From an optimization exercise on the open Yosys and OpenROAD flow, aimed at small area, a short achievable clock period and few clock cycles per item; shortcuts taken in it are not production practice. Function was checked by simulation only, so behaviour that the tests miss may differ from the original.

==> flow/design.v (outline; a module is shown in full before it is edited, if it fits) <==
// module vproc_mul_block: 55 lines
// module vector_mul_simple: 3083 lines
// module mul_pp: 3 lines
// module mul_ppn: 3 lines
// module mul_fa: 4 lines
// module mul_ha: 4 lines
module vector_mul_simple (
    input  logic               clk_i,
    input  logic               rst_ni,
    input  logic               in_valid_i,
    input  logic signed [31:0] in_a_i,
    input  logic signed [31:0] in_b_i,
    output logic               out_valid_o,
    output logic signed [63:0] out_result_o
);
  // ...
==> flow/run.sh <==
#!/bin/bash
# synth_recipe.tcl (not shown) runs the flow's synth.tcl, then flattens the netlist and writes it again
# the make line also repeats each setting of config.mk as NAME=value (left out here)
make -C /OpenROAD-flow-scripts/flow DESIGN_CONFIG=/design/flow/config.mk WORK_HOME=/design/flow/orfs CLKGATE_MAP_FILE= SYNTH_SCRIPT=/design/flow/synth_recipe.tcl finish
==> flow/config.mk <==
export PLATFORM = sky130hd
export DESIGN_NAME = vector_mul_simple
export DESIGN_NICKNAME = vector_mul_simple
export VERILOG_FILES = /design/flow/design.v
export SDC_FILE = /design/flow/constraint.sdc
export NUM_CORES = 4
export LEC_CHECK = 0
export CAP_MARGIN = 20
export CORE_MARGIN = 2
export CORE_UTILIZATION = 40
export SETUP_SLACK_MARGIN = 4.7
export SLEW_MARGIN = 20
export SYNTH_HIERARCHICAL = 1
export SYNTH_MINIMUM_KEEP_SIZE = 0
==> flow/constraint.sdc <==
create_clock -name core_clock -period 8.0 [get_ports {clk_i}]
set_input_delay 1.6000 -clock core_clock [delete_from_list [all_inputs] [get_ports {clk_i}]]
set_output_delay 1.6000 -clock core_clock [all_outputs]
set_load 0.01 [all_outputs]
==> impl_summary.txt, run 1 <==
----------------------------------------------------
[Synth]
  Most used flip-flop cell after synthesis ... sky130_fd_sc_hd__dfxtp_1
  Most repeated cell in the gate-level netlist after synthesis ... sky130_fd_sc_hd__xnor2_1
  Number of register bits inferred by synthesis ... 309
  Fraction of synthesized area in multiplexers ... 0%
  Post-Synthesis Cell Area ... 28800 sq um
  Count of cell types in the netlist ... 67
  Synth Area in XOR/XNOR ... 17.3%
  Synthesized area per cell ... 10.9 sq um
  Async set-or-reset flop fraction in the synthesized netlist ... 0.971%
  Synth area leaders ... sky130_fd_sc_hd__fa_1, sky130_fd_sc_hd__dfxtp_1, sky130_fd_sc_hd__xnor2_1, sky130_fd_sc_hd__o22ai_1, sky130_fd_sc_hd__ha_1
  Simple-gate share of the synthesized area ... 4.10%
  Proportion of synthesized chip area in sequential cells ... 21.5%
  Share of the synthesized area in the top cell type ... 31.8%

[Status]
  Outcome ... finished clean

[Global routing]
  Overflow left after global routing ... 0
  Initial antenna violation count ... 2
  Busiest layer in global routing ... met2

[Flow run]
  Max Cap Violations ... 0

[Clocking]
  TritonCTS clock tree ... done
  Clock latency reported for the late side of the worst-skew pair ... 0.58 ns

[Timing]
  Worst hold slack ... 0.357 ns
  Fin Clk Skew ... 0.0205 ns

[Final layout]
  Most flops, register ... res_q
  Non-clock buffers ... 241
  Growth of design area from synthesis to finish ... 19.3%
  Diodes inserted ... 1

[Floorplan]
  IO Pins ... 132
  Effective utilization at floorplan ... 40.3%

[Route]
  Via-per-instance ratio ... 6.24
  Total number of vias ... 23611
  Post-detailed-route DRC marker count ... 0
  Total met2 wirelength after detailed routing ... 42300 um

[Critical path]
  Longest individual stage delay on the worst path ... 0.56 ns
  Worst setup EP type ... flop
  Maximum fanout count along the critical path ... 5

[Hold path]
  Hold Path End ... v2_q

[Placed design]
  Number of port buffers ... 131

----------------------------------------------------
Testbench counts, summed over its fixed seeds: cycles 16,016, items 16,000.
==> run 2, diff against run 1 <==
--- a/flow/config.mk
+++ b/flow/config.mk
@@ -8,7 +8,6 @@
 export CAP_MARGIN = 20
 export CORE_MARGIN = 2
 export CORE_UTILIZATION = 40
-export SETUP_SLACK_MARGIN = 4.7
 export SLEW_MARGIN = 20
 export SYNTH_HIERARCHICAL = 1
 export SYNTH_MINIMUM_KEEP_SIZE = 0
==> run 2 against run 1 <==
  * Area after synthesis unchanged
  * Flip-flop and latch count did not move
  * Critical endpoint is now res_q[63]
==> impl_summary.txt, run 2 <==
----------------------------------------------------
[Global routing]
  Initial antenna violation count ... 2 (unchanged)
  GRT Util Overall ... 25.6% (was 26.4%)
  Pin count of the biggest net entering global routing ... 35 (unchanged)
  Overflow left after global routing ... 0 (unchanged)
  Global-route wire length before repair ... 146000 um (was 150000 um)
  Via count of the first global-routing pass ... 23461 (was 24359)

[Synth]
  Synthesized area per cell ... 10.9 sq um (unchanged)
  Yosys synthesis warning count ... 7 (unchanged)
  Async set-or-reset flop fraction in the synthesized netlist ... 0.971% (unchanged)
  Proportion of synthesized chip area in sequential cells ... 21.5% (unchanged)
  Leading area contributor after synthesis ... sky130_fd_sc_hd__fa_1 (unchanged)
  Synth area leaders ... sky130_fd_sc_hd__fa_1, sky130_fd_sc_hd__dfxtp_1, sky130_fd_sc_hd__xnor2_1, sky130_fd_sc_hd__o22ai_1, sky130_fd_sc_hd__ha_1 (unchanged)
  Most used flip-flop cell after synthesis ... sky130_fd_sc_hd__dfxtp_1 (unchanged)
  Count of cell types in the netlist ... 67 (unchanged)
  Most repeated cell in the gate-level netlist after synthesis ... sky130_fd_sc_hd__xnor2_1 (unchanged)
  Synth top cells by count ... sky130_fd_sc_hd__xnor2_1, sky130_fd_sc_hd__o22ai_1, sky130_fd_sc_hd__fa_1 (unchanged)
  Count of flip-flops with a built-in enable after synthesis ... 0 (unchanged)
  Post-Synthesis Cell Area ... 28800 sq um (unchanged)
  Share of the synthesized area in the top cell type ... 31.8% (unchanged)
  Synthesized netlist cell count ... 2655 (unchanged)
  Number of register bits inferred by synthesis ... 309 (unchanged)

[Timing]
  Final hold violation count ... 0 (unchanged)
  Final setup violation count ... 0 (unchanged)
  Post-route setup TNS ... 0 ns (unchanged)
  Final cycle utilization of the critical path ... 51.5% (was 43.0%)
  Fin Clk Skew ... 0.0506 ns (was 0.0205 ns)
  Final Slew Violations ... 0 (unchanged)
  RSZ-0062 raised after global routing ... false (was true)
  Setup ws final ... 3.88 ns (was 4.56 ns)
  Upper clock frequency limit ... 0.243 GHz (was 0.291 GHz)
  Worst Tran Pin Value ... 1.13 ns (was 0.726 ns)
  Relative slew slack ... 24.8% (was 51.4%)
  Final Critical Period ... 4.12 ns (was 3.44 ns)

[Final layout]
  Flip-flop count of the largest register, all copies and words added ... 64 (unchanged)
  Biggest registers after layout ... res_q x64, b_q x32 (unchanged)
  Leading cell type in the layout, fill and taps excluded ... sky130_fd_sc_hd__xnor2_1 (was sky130_fd_sc_hd__o22ai_1)
  Storage element area ... 6250 sq um (was 6310 sq um)
  Most flops, register ... res_q (unchanged)
  Fraction of final layout cells with drive strength greater than 1 ... 6.15% (was 11.5%)
  Final cell count without fillers ... 3729 (was 3784)
  Area of combinational cells with multiple inputs ... 22000 sq um (was 22800 sq um)
  Leading cell types in the layout, fill and taps excluded ... sky130_fd_sc_hd__xnor2_1, sky130_fd_sc_hd__o22ai_1, sky130_fd_sc_hd__fa_1 (was sky130_fd_sc_hd__o22ai_1, sky130_fd_sc_hd__xnor2_1, sky130_fd_sc_hd__fa_1)
  Growth of design area from synthesis to finish ... 13.3% (was 19.3%)
  Diodes inserted ... 0 (was 1)
  Post-layout net count ... 3418 (was 3469)
  Filler Cells Inserted ... 6605 (was 6410)

[Route]
  Initial DRC Count ... 2706 (was 2894)
  WL/cell ... 25.7 um (was 26.5 um)
  Via-per-instance ratio ... 6.09 (was 6.24)
  DR pass1 iterations ... 7 (was 6)
  Total number of vias ... 22694 (was 23611)
  Post-route ant nets ... 0 (unchanged)
  Post-detailed-route DRC marker count ... 0 (unchanged)
  Detailed Route WL ... 95900 um (was 100000 um)

[Critical path]
  Worst setup EP type ... flop (unchanged)
  Critical path required time ... 8.45 ns (about the same)
  Worst EP arrival ... 4.57 ns (was 3.89 ns)
  Longest individual stage delay on the worst path ... 0.71 ns (was 0.56 ns)
  Class of the most critical setup path ... reg -> reg (unchanged)
  Startpoint class of the critical path ... flop (unchanged)
  Worst-path cell chain ... fa_1 > fa_1 > ha_1 > a21oi_1 > o21ai_1 > a21oi_1 > nor3b_1 > a2111oi_1 > o21ai_0 > or4_1 > and3_1 (was fa_1 > fa_1 > ha_4 > nand4_1 > nor3_2 > a22o_1 > a22oi_2 > a31o_4 > a211oi_4 > o31ai_2 > xnor2_1)
  Max stage delay cell, worst path ... sky130_fd_sc_hd__a2111oi_1 (was sky130_fd_sc_hd__fa_1)
  Maximum fanout count along the critical path ... 7 (was 5)

[Clocking]
  # hold bufs at CTS ... 0 (unchanged)
  Clock root buffer ... sky130_fd_sc_hd__clkbuf_16 (unchanged)
  Count of buffers added by post-CTS timing repair for setup ... 0 (was 22)
  Maximum count of clock buffers along a single path ... 3 (unchanged)
  CTS Sinks ... 309 (unchanged)
  Post-cts resize count ... 0 (was 122)
  Inserted Clock Buffers ... 38 (was 39)
  H-tree depth reported by CTS ... 2 (unchanged)
  Clock latency reported for the late side of the worst-skew pair ... 0.59 ns (was 0.58 ns)
  Clock Pin Slew Worst Setup and Hold Paths ... 0.06 ns (was 0.07 ns)
  TritonCTS clock tree ... done (unchanged)

[Floorplan]
  Area inside the core boundary ... 71500 sq um (unchanged)
  Die Width ... 273 um (unchanged)
  Floorplan die height ... 273 um (unchanged)
  IO Pins ... 132 (unchanged)
  Effective utilization at floorplan ... 40.3% (unchanged)
  Area enclosed by the die boundary ... 74300 sq um (unchanged)
  Standard-cell row count ... 98 (unchanged)

[Placed design]
  Worst Setup Slack post-DPL ... 3.95 ns (was 4.11 ns)
  Placer Congestion ... 0.955 (was 0.974)
  Placed instance count ... 3662 (was 3658)
  Number of port buffers ... 131 (unchanged)
  Hpwl dp ... 70000 um (was 69700 um)

[Hold path]
  Type of the worst min-delay path ... reg -> reg (unchanged)

[Flow run]
  Max Cap Violations ... 0 (unchanged)

[Status]
  Outcome ... finished clean (unchanged)

----------------------------------------------------
[run 2: path summary, 6_finish.rpt]
check	slack [ns]	startpoint	end	cells past startpoint
max	3.88	m1576	res_q[63]	11
min	0.35	v1_q	v2_q	0
max reg2reg	3.88	m1576	res_q[63]	11
min reg2reg	0.35	v1_q	v2_q	0
max in group asynchronous	6.63	rst_ni	v3_q	1
min in group asynchronous	1.22	rst_ni	v2_q	1
[run 2: metrics by stage]
stage / utilization (%) / hold WS (ns) / instance area [sq um]
detailed placement: 43.8 / 0.342 / 31300
floorplan: - / 0.329 / 28900
global placement: 43.8 / 0.339 / 31300
CTS: 45.7 / 0.355 / 32700
finish: 45.7 / 0.351 / 32700
global route: 45.7 / 0.373 / 32700
[run 2: cell type report]
| class | instances | area share [%] |
|---|---|---|
| Tap cell | 950 | 3.64 |
| Sequential cell | 309 | 19.1 |
| Clock inverter | 20 | 0.862 |
| Timing Repair Buffer | 191 | 5.39 |
| Inverter | 43 | 0.494 |
| Clock buffer | 47 | 3.26 |
| Multi-Input combinational cell | 2169 | 67.2 |
[run 2: modules after synthesis, one instance, submodules excluded]
module / area, sq um / times used / cells / flops+latches
mul_pp: 6.26 / 528 / 1 / 0
mul_fa: 20.0 / 458 / 1 / 0
vector_mul_simple: 15300 / 1 / 1581 / 309
mul_ha: 12.5 / 72 / 1 / 0
mul_ppn: 8.76 / 16 / 1 / 0
[run 2: worst max-delay path, delay by kind of cell, from the launching register on]
family          cells  cell delay (ns)
fa+ha+maj           3             1.41
compound gates      5             1.60
flops               1             0.32
simple gates        3             0.68
[run 2: kinds of logic after synthesis]
kind of cell,Yosys count,share of synthesized area (%)
buf+inv,192,2.52
other cells,1,0.0130
fa+ha+maj,599,37.9
simple gates,232,4.10
compound gates,751,16.6
xor+xnor,571,17.3
flops,309,21.5
[run 2: routing by layer]
metal  global-route usage (%)  share of wire [%]
met2                     37.8                 42
met3                     8.49                 12
met1                     34.9                 42
met4                     9.96                3.9
met5                        0              0.011

re-timing with driven ports:
How much do the figures lean on ideal ports? The routed layouts below were timed once more, with nothing changed but the port constraints.
Step 1 sets driving cells, clkbuf_16 on the clock port and buf_2 on the other inputs (assumed; they add their load-dependent delay and slew).
Step 2 also shifts input and output timing later by t, the mid clock arrival at the registers, as if the neighbouring blocks saw the same clock.
Slacks: ideal ports / drivers / drivers and shift; pairs: ideal ports / drivers.
run	t (ns)	setup slack, ns	worst register clock-pin slew, ns
run 1	0.627	4.559 / 4.559 / 4.559	0.07 / 0.07
run 2	0.626	3.877 / 3.877 / 3.877	0.07 / 0.07
After both steps setup and hold are still met in every run listed.
